Context: an optimization exercise on an open-source flow, tuned for small area, a short achievable clock period and few clock cycles per item. The choices shown serve that exercise and are no tape-out recipe.
In this exercise RTL edits were held to simulation tests only and were not proved equivalent to the original.

## v6
==> module gcd, before the edit <==
module gcd(opa, opb, start, resetn, clk, result, done);
input wire [31:0] opa;
input wire [31:0] opb;
input wire start, resetn;
input wire clk;
output wire [31:0] result;
output wire done;
reg  [31:0] A, B;
reg  [4:0]  k;
reg         flag;        
reg         rest;        
reg         sc;          
reg         ys;          
reg         run_reg;
reg         done_reg;
reg         start_reg;
assign result = B;
assign done   = done_reg;
wire init  = start & ~start_reg & ~run_reg;
wire [31:0] X = sc ? 32'd0 : A;
wire [31:0] Y = ys ? B : 32'd0;
wire [31:0] xy_d;       
wire        xy_gt;      
wire        xy_same;    
absdiff ad0 (.x(X), .y(Y), .d(xy_d), .gt(xy_gt), .eq(xy_same));
wire [3:0] xl = X[4:1] ^ Y[4:1];
wire force1 = sc & (flag | ~A[0]);
wire [1:0] sh = force1 ? 2'd0 :
                xl[0] ? 2'd0 :
                xl[1] ? 2'd1 :
                xl[2] ? 2'd2 : 2'd3;
reg  [31:0] nA;
always @(*) begin
    case (sh)
        2'd0: nA = {1'b0, xy_d[31:1]};
        2'd1: nA = {2'b0, xy_d[31:2]};
        2'd2: nA = {3'b0, xy_d[31:3]};
        default: nA = {4'b0, xy_d[31:4]};
    endcase
end
wire nA0 = force1 ? B[1] : (|xl);           
wire swap   = sc | ~(xy_gt | xy_same);
wire finish = run_reg & ~rest & ~flag & xy_same;    
wire k1     = (k == 5'd1);
wire kz     = (k == 5'd0);
wire nflag = ~flag & ~A[0] & ~B[0];
wire nsc   = nflag | (sc & ~A[0]);
always @(posedge clk) begin
    if (init)
        A <= opa;
    else
        A <= nA;
end
always @(posedge clk) begin
    if (init)
        B <= opb;
    else if (run_reg & (rest | (finish & ~sc & ~kz)))
        B <= {B[30:0], 1'b0};
    else if (run_reg & swap)
        B <= A;
end
always @(posedge clk) begin
    if (init) begin
        k    <= 5'd0;
        flag <= 1'b0;
        sc   <= ~opb[0];
        ys   <= ~opb[0] | opa[0];
    end else begin
        if (rest | finish) begin
            k    <= k - 5'd1;
        end else begin
            if (flag) k <= k + 5'd1;
            flag <= nflag;
        end
        sc <= nsc;
        ys <= nsc | nA0;
    end
end
always @(posedge clk or negedge resetn) begin
    if (~resetn) begin
        run_reg   <= 1'b0;
        done_reg  <= 1'b0;
        start_reg <= 1'b0;
        rest      <= 1'b0;
    end else begin
        start_reg <= start;
        if (init) begin
            run_reg  <= 1'b1;
            done_reg <= 1'b0;
            rest     <= 1'b0;
        end else if (run_reg) begin
            if ((finish & (sc | kz | k1)) | (rest & k1)) begin
                run_reg  <= 1'b0;
                done_reg <= 1'b1;
                rest     <= 1'b0;
            end else if (finish) begin
                rest     <= 1'b1;
            end
        end
    end
end
endmodule
export LEC_CHECK = 0
export ABC_AREA = 1
export CAP_MARGIN = 20
export CORE_MARGIN = 2
export CORE_UTILIZATION = 40
export CTS_BUF_LIST = sky130_fd_sc_hd__clkbuf_4 sky130_fd_sc_hd__clkbuf_8
export SLEW_MARGIN = 20
create_clock -name core_clock -period 4.0 [get_ports {clk}]
standard.sh (not shown) runs the stock make flow with config.mk's settings and CLKGATE_MAP_FILE= SYNTH_SCRIPT=/design/flow/synth_recipe.tcl, a recipe that flattens the netlist after the stock synthesis.
==> flow/flow/run.sh <==
#!/bin/bash
set -e
export BUFFER_PORTS_ARGS="-buffer_cell sky130_fd_sc_hd__buf_1"
bash standard.sh > standard.log 2>&1
Testbench counts of v6, summed over its fixed seeds: cycles 174,482, items 8,000.
#### Input delta (v7 over v6)
--- a/flow/design.v
+++ b/flow/design.v
@@ -16,7 +16,9 @@
 reg         done_reg;
 reg         start_reg;
+reg         first;       
+wire done_now;
 assign result = B;
-assign done   = done_reg;
-wire init  = start & ~start_reg & ~run_reg;
+assign done   = done_reg | done_now;
+wire init  = start & ~start_reg & (~run_reg | done_now);
 wire [31:0] X = sc ? 32'd0 : A;
 wire [31:0] Y = ys ? B : 32'd0;
@@ -45,4 +47,5 @@
 wire k1     = (k == 5'd1);
 wire kz     = (k == 5'd0);
+assign done_now = finish & ~sc & kz & ~first;
 wire nflag = ~flag & ~A[0] & ~B[0];
 wire nsc   = nflag | (sc & ~A[0]);
@@ -84,6 +87,8 @@
         start_reg <= 1'b0;
         rest      <= 1'b0;
+        first     <= 1'b0;
     end else begin
         start_reg <= start;
+        first     <= init;
         if (init) begin
             run_reg  <= 1'b1;
Findings:
Non-clock buffer share of cell area down 0.60 points in v7 wrt v6
Per the comparison of v7 with v6, worst setup slack went down 17 ps; total routing resource utilization after global routing rose 2.5 points; maximum fanout count along the critical path moved down; total vias in the final route decreased 184; final weighted congestion of routability-driven global placement went up by about 10%.
Taking v6 as the reference point, the final cycle utilization of the critical path of v7 rises by 0.42 points.
Cmp v7 vs v6: floorplan die area lower in v7
Compared with v6, v7 ends up with less cell area.
Testbench counts of v7, summed over its fixed seeds: cycles 169,285, items 8,000.

## run a
The RTL this note starts from:
==> flow/design.v <==
`timescale 1ns/1ps
module gcd(opa, opb, start, resetn, clk, result, done);
input wire [31:0] opa;
input wire [31:0] opb;
input wire start, resetn;
input wire clk;
output wire [31:0] result;
output wire done;
reg  [31:0] A, B;
reg  [4:0]  k;
reg         flag;        
reg         rest;        
reg         sc;          
reg         ys;          
reg         run_reg;
reg         done_reg;
reg         start_reg;
reg         first;       
wire done_now;
assign result = B;
assign done   = done_reg | done_now;
wire init  = start & ~start_reg & (~run_reg | done_now);
wire [31:0] X = sc ? 32'd0 : A;
wire [31:0] Y = ys ? B : 32'd0;
wire [31:0] xy_d;       
wire        xy_gt;      
wire        xy_same;    
absdiff ad0 (.x(X), .y(Y), .d(xy_d), .gt(xy_gt), .eq(xy_same));
wire [3:0] xl = X[4:1] ^ Y[4:1];
wire force1 = sc & (flag | ~A[0]);
wire [1:0] sh = force1 ? 2'd0 :
                xl[0] ? 2'd0 :
                xl[1] ? 2'd1 :
                xl[2] ? 2'd2 : 2'd3;
reg  [31:0] nA;
always @(*) begin
    case (sh)
        2'd0: nA = {1'b0, xy_d[31:1]};
        2'd1: nA = {2'b0, xy_d[31:2]};
        2'd2: nA = {3'b0, xy_d[31:3]};
        default: nA = {4'b0, xy_d[31:4]};
    endcase
end
wire nA0 = force1 ? B[1] : (|xl);           
wire swap   = sc | ~(xy_gt | xy_same);
wire finish = run_reg & ~rest & ~flag & xy_same;    
wire k1     = (k == 5'd1);
wire kz     = (k == 5'd0);
assign done_now = finish & ~sc & kz & ~first;
wire nflag = ~flag & ~A[0] & ~B[0];
wire nsc   = nflag | (sc & ~A[0]);
always @(posedge clk) begin
    if (init)
        A <= opa;
    else
        A <= nA;
end
wire b_ld   = init;
wire b_sh   = ~init & run_reg & (rest | (finish & ~sc & ~kz));
wire b_sw   = ~init & run_reg & ~(rest | (finish & ~sc & ~kz)) & swap;
wire b_hold = ~(b_ld | b_sh | b_sw);
wire [31:0] nB = ({32{b_ld}} & opb) | ({32{b_sh}} & {B[30:0], 1'b0}) |
                 ({32{b_sw}} & A) | ({32{b_hold}} & B);
always @(posedge clk)
    B <= nB;
always @(posedge clk) begin
    if (init) begin
        k    <= 5'd0;
        flag <= 1'b0;
        sc   <= ~opb[0];
        ys   <= ~opb[0] | opa[0];
    end else begin
        if (rest | finish) begin
            k    <= k - 5'd1;
        end else begin
            if (flag) k <= k + 5'd1;
            flag <= nflag;
        end
        sc <= nsc;
        ys <= nsc | nA0;
    end
end
always @(posedge clk or negedge resetn) begin
    if (~resetn) begin
        run_reg   <= 1'b0;
        done_reg  <= 1'b0;
        start_reg <= 1'b0;
        rest      <= 1'b0;
        first     <= 1'b0;
    end else begin
        start_reg <= start;
        first     <= init;
        if (init) begin
            run_reg  <= 1'b1;
            done_reg <= 1'b0;
            rest     <= 1'b0;
        end else if (run_reg) begin
            if ((finish & (sc | kz | k1)) | (rest & k1)) begin
                run_reg  <= 1'b0;
                done_reg <= 1'b1;
                rest     <= 1'b0;
            end else if (finish) begin
                rest     <= 1'b1;
            end
        end
    end
end
endmodule
module absdiff(x, y, d, gt, eq);
input [31:0] x, y; output [31:0] d; output gt, eq;
wire [31:0] g0 = x & ~y; wire [31:0] p0 = ~(x ^ y);
wire g1_1 = g0[1] | (p0[1] & g0[0]); wire p1_1 = p0[1] & p0[0];
wire g1_3 = g0[3] | (p0[3] & g0[2]); wire p1_3 = p0[3] & p0[2];
wire g1_5 = g0[5] | (p0[5] & g0[4]); wire p1_5 = p0[5] & p0[4];
wire g1_7 = g0[7] | (p0[7] & g0[6]); wire p1_7 = p0[7] & p0[6];
wire g1_9 = g0[9] | (p0[9] & g0[8]); wire p1_9 = p0[9] & p0[8];
wire g1_11 = g0[11] | (p0[11] & g0[10]); wire p1_11 = p0[11] & p0[10];
wire g1_13 = g0[13] | (p0[13] & g0[12]); wire p1_13 = p0[13] & p0[12];
wire g1_15 = g0[15] | (p0[15] & g0[14]); wire p1_15 = p0[15] & p0[14];
wire g1_17 = g0[17] | (p0[17] & g0[16]); wire p1_17 = p0[17] & p0[16];
wire g1_19 = g0[19] | (p0[19] & g0[18]); wire p1_19 = p0[19] & p0[18];
wire g1_21 = g0[21] | (p0[21] & g0[20]); wire p1_21 = p0[21] & p0[20];
wire g1_23 = g0[23] | (p0[23] & g0[22]); wire p1_23 = p0[23] & p0[22];
wire g1_25 = g0[25] | (p0[25] & g0[24]); wire p1_25 = p0[25] & p0[24];
wire g1_27 = g0[27] | (p0[27] & g0[26]); wire p1_27 = p0[27] & p0[26];
wire g1_29 = g0[29] | (p0[29] & g0[28]); wire p1_29 = p0[29] & p0[28];
wire g1_31 = g0[31] | (p0[31] & g0[30]); wire p1_31 = p0[31] & p0[30];
wire g2_3 = g1_3 | (p1_3 & g1_1); wire p2_3 = p1_3 & p1_1;
wire g2_7 = g1_7 | (p1_7 & g1_5); wire p2_7 = p1_7 & p1_5;
wire g2_11 = g1_11 | (p1_11 & g1_9); wire p2_11 = p1_11 & p1_9;
wire g2_15 = g1_15 | (p1_15 & g1_13); wire p2_15 = p1_15 & p1_13;
wire g2_19 = g1_19 | (p1_19 & g1_17); wire p2_19 = p1_19 & p1_17;
wire g2_23 = g1_23 | (p1_23 & g1_21); wire p2_23 = p1_23 & p1_21;
wire g2_27 = g1_27 | (p1_27 & g1_25); wire p2_27 = p1_27 & p1_25;
wire g2_31 = g1_31 | (p1_31 & g1_29); wire p2_31 = p1_31 & p1_29;
wire g3_7 = g2_7 | (p2_7 & g2_3); wire p3_7 = p2_7 & p2_3;
wire g3_15 = g2_15 | (p2_15 & g2_11); wire p3_15 = p2_15 & p2_11;
wire g3_23 = g2_23 | (p2_23 & g2_19); wire p3_23 = p2_23 & p2_19;
wire g3_31 = g2_31 | (p2_31 & g2_27); wire p3_31 = p2_31 & p2_27;
wire g4_15 = g3_15 | (p3_15 & g3_7); wire p4_15 = p3_15 & p3_7;
wire g4_31 = g3_31 | (p3_31 & g3_23); wire p4_31 = p3_31 & p3_23;
wire g5_31 = g4_31 | (p4_31 & g4_15); wire p5_31 = p4_31 & p4_15;
wire g6_23 = g3_23 | (p3_23 & g4_15); wire p6_23 = p3_23 & p4_15;
wire g7_11 = g2_11 | (p2_11 & g3_7); wire p7_11 = p2_11 & p3_7;
wire g7_19 = g2_19 | (p2_19 & g4_15); wire p7_19 = p2_19 & p4_15;
wire g7_27 = g2_27 | (p2_27 & g6_23); wire p7_27 = p2_27 & p6_23;
wire g8_5 = g1_5 | (p1_5 & g2_3); wire p8_5 = p1_5 & p2_3;
wire g8_9 = g1_9 | (p1_9 & g3_7); wire p8_9 = p1_9 & p3_7;
wire g8_13 = g1_13 | (p1_13 & g7_11); wire p8_13 = p1_13 & p7_11;
wire g8_17 = g1_17 | (p1_17 & g4_15); wire p8_17 = p1_17 & p4_15;
wire g8_21 = g1_21 | (p1_21 & g7_19); wire p8_21 = p1_21 & p7_19;
wire g8_25 = g1_25 | (p1_25 & g6_23); wire p8_25 = p1_25 & p6_23;
wire g8_29 = g1_29 | (p1_29 & g7_27); wire p8_29 = p1_29 & p7_27;
wire g9_2 = g0[2] | (p0[2] & g1_1); wire p9_2 = p0[2] & p1_1;
wire g9_4 = g0[4] | (p0[4] & g2_3); wire p9_4 = p0[4] & p2_3;
wire g9_6 = g0[6] | (p0[6] & g8_5); wire p9_6 = p0[6] & p8_5;
wire g9_8 = g0[8] | (p0[8] & g3_7); wire p9_8 = p0[8] & p3_7;
wire g9_10 = g0[10] | (p0[10] & g8_9); wire p9_10 = p0[10] & p8_9;
wire g9_12 = g0[12] | (p0[12] & g7_11); wire p9_12 = p0[12] & p7_11;
wire g9_14 = g0[14] | (p0[14] & g8_13); wire p9_14 = p0[14] & p8_13;
wire g9_16 = g0[16] | (p0[16] & g4_15); wire p9_16 = p0[16] & p4_15;
wire g9_18 = g0[18] | (p0[18] & g8_17); wire p9_18 = p0[18] & p8_17;
wire g9_20 = g0[20] | (p0[20] & g7_19); wire p9_20 = p0[20] & p7_19;
wire g9_22 = g0[22] | (p0[22] & g8_21); wire p9_22 = p0[22] & p8_21;
wire g9_24 = g0[24] | (p0[24] & g6_23); wire p9_24 = p0[24] & p6_23;
wire g9_26 = g0[26] | (p0[26] & g8_25); wire p9_26 = p0[26] & p8_25;
wire g9_28 = g0[28] | (p0[28] & g7_27); wire p9_28 = p0[28] & p7_27;
wire g9_30 = g0[30] | (p0[30] & g8_29); wire p9_30 = p0[30] & p8_29;
wire cin = g5_31;
assign gt = cin; assign eq = p5_31;
assign d[0] = 1'b0;
assign d[1] = p0[1] ^ (cin ? (g0[0] | p0[0]) : ~g0[0]);
assign d[2] = p0[2] ^ (cin ? (g1_1 | p1_1) : ~g1_1);
assign d[3] = p0[3] ^ (cin ? (g9_2 | p9_2) : ~g9_2);
assign d[4] = p0[4] ^ (cin ? (g2_3 | p2_3) : ~g2_3);
assign d[5] = p0[5] ^ (cin ? (g9_4 | p9_4) : ~g9_4);
assign d[6] = p0[6] ^ (cin ? (g8_5 | p8_5) : ~g8_5);
assign d[7] = p0[7] ^ (cin ? (g9_6 | p9_6) : ~g9_6);
assign d[8] = p0[8] ^ (cin ? (g3_7 | p3_7) : ~g3_7);
assign d[9] = p0[9] ^ (cin ? (g9_8 | p9_8) : ~g9_8);
assign d[10] = p0[10] ^ (cin ? (g8_9 | p8_9) : ~g8_9);
assign d[11] = p0[11] ^ (cin ? (g9_10 | p9_10) : ~g9_10);
assign d[12] = p0[12] ^ (cin ? (g7_11 | p7_11) : ~g7_11);
assign d[13] = p0[13] ^ (cin ? (g9_12 | p9_12) : ~g9_12);
assign d[14] = p0[14] ^ (cin ? (g8_13 | p8_13) : ~g8_13);
assign d[15] = p0[15] ^ (cin ? (g9_14 | p9_14) : ~g9_14);
assign d[16] = p0[16] ^ (cin ? (g4_15 | p4_15) : ~g4_15);
assign d[17] = p0[17] ^ (cin ? (g9_16 | p9_16) : ~g9_16);
assign d[18] = p0[18] ^ (cin ? (g8_17 | p8_17) : ~g8_17);
assign d[19] = p0[19] ^ (cin ? (g9_18 | p9_18) : ~g9_18);
assign d[20] = p0[20] ^ (cin ? (g7_19 | p7_19) : ~g7_19);
assign d[21] = p0[21] ^ (cin ? (g9_20 | p9_20) : ~g9_20);
assign d[22] = p0[22] ^ (cin ? (g8_21 | p8_21) : ~g8_21);
assign d[23] = p0[23] ^ (cin ? (g9_22 | p9_22) : ~g9_22);
assign d[24] = p0[24] ^ (cin ? (g6_23 | p6_23) : ~g6_23);
assign d[25] = p0[25] ^ (cin ? (g9_24 | p9_24) : ~g9_24);
assign d[26] = p0[26] ^ (cin ? (g8_25 | p8_25) : ~g8_25);
assign d[27] = p0[27] ^ (cin ? (g9_26 | p9_26) : ~g9_26);
assign d[28] = p0[28] ^ (cin ? (g7_27 | p7_27) : ~g7_27);
assign d[29] = p0[29] ^ (cin ? (g9_28 | p9_28) : ~g9_28);
assign d[30] = p0[30] ^ (cin ? (g8_29 | p8_29) : ~g8_29);
assign d[31] = p0[31] ^ (cin ? (g9_30 | p9_30) : ~g9_30);
endmodule
Settings: LEC_CHECK=0, ABC_AREA=1, CAP_MARGIN=20, CORE_MARGIN=2, CORE_UTILIZATION=40, CTS_BUF_LIST=sky130_fd_sc_hd__clkbuf_4 sky130_fd_sc_hd__clkbuf_8, SLEW_MARGIN=20; clock period 4.0 ns.
Scripts as last shown in full above: flow/flow/run.sh
Testbench counts of run a, summed over its fixed seeds: cycles 169,285, items 8,000.
diff inputs: run a => run b
-- flow/design.v --
<<< run a, line 29
wire [3:0] xl = X[4:1] ^ Y[4:1];
wire force1 = sc & (flag | ~A[0]);
wire [1:0] sh = force1 ? 2'd0 :
                xl[0] ? 2'd0 :
                xl[1] ? 2'd1 :
                xl[2] ? 2'd2 : 2'd3;
reg  [31:0] nA;
always @(*) begin
    case (sh)
        2'd0: nA = {1'b0, xy_d[31:1]};
        2'd1: nA = {2'b0, xy_d[31:2]};
        2'd2: nA = {3'b0, xy_d[31:3]};
        default: nA = {4'b0, xy_d[31:4]};
    endcase
end
wire nA0 = force1 ? B[1] : (|xl);           
wire swap   = sc | ~(xy_gt | xy_same);
>>> run b, line 29
wire [3:0] xl = X[4:1] ^ Y[4:1];
wire force1 = sc & (flag | ~A[0]);
wire s1 = ~force1 & ~xl[0] & (xl[1] | ~xl[2]);    
wire s2 = ~force1 & ~xl[0] & ~xl[1];              
wire [31:0] st1 = s1 ? {2'b0, xy_d[31:2]} : {1'b0, xy_d[31:1]};
wire [31:0] nA  = s2 ? {2'b0, st1[31:2]} : st1;
wire nA0 = force1 ? B[1] : (|xl);           
wire swap   = sc | ~(xy_gt | xy_same);
==> notes.md <==
- Between run b and run a, it is run b whose initial core utilization is lower, by 0.34 points.
- Number of endpoints failing setup at the final stage: run a vs run b identical
- Compared run b against run a; clock network latency to the later pin of the worst-skew pair within noise.
- Summary of run b over run a: gate count after technology mapping down 98; clock-buffer cell count increased 2; average detailed-routed wire length per instance down 12%; cell count has decreased.
- Compared with run a, in run b worst hold slack saw an increase, count of non-CTS inverters in the layout -32.
Testbench counts of run b, summed over its fixed seeds: cycles 169,285, items 8,000.

## separate check: timing with driven ports
Ports are ideal in the flow. The routed layouts listed here were re-timed in OpenROAD.
Step 1 assumes that a clkbuf_16 drives the clock port and a buf_2 every other input.
Step 2 adds t to the input delays and takes it off the output delays; t is the mean of the earliest and latest rising clock arrival at the registers after step 1. Input paths then give back, and output paths get back, about the clock's delay inside the block.
Three values: ideal ports, drivers, drivers and shift; two values: the first two.
run	shift t [ns]	setup WS [ns]	hold slack, ns
v6	0.420	0.395 / 0.395 / 0.395	0.229 / 0.211 / 0.497
v7	0.421	0.378 / 0.340 / 0.428	0.272 / 0.254 / 0.520
run a	0.419	0.456 / 0.421 / 0.504	0.270 / 0.257 / 0.489
run b	0.405	0.475 / 0.471 / 0.475	0.286 / 0.273 / 0.504
After both steps every run listed still meets setup and hold.
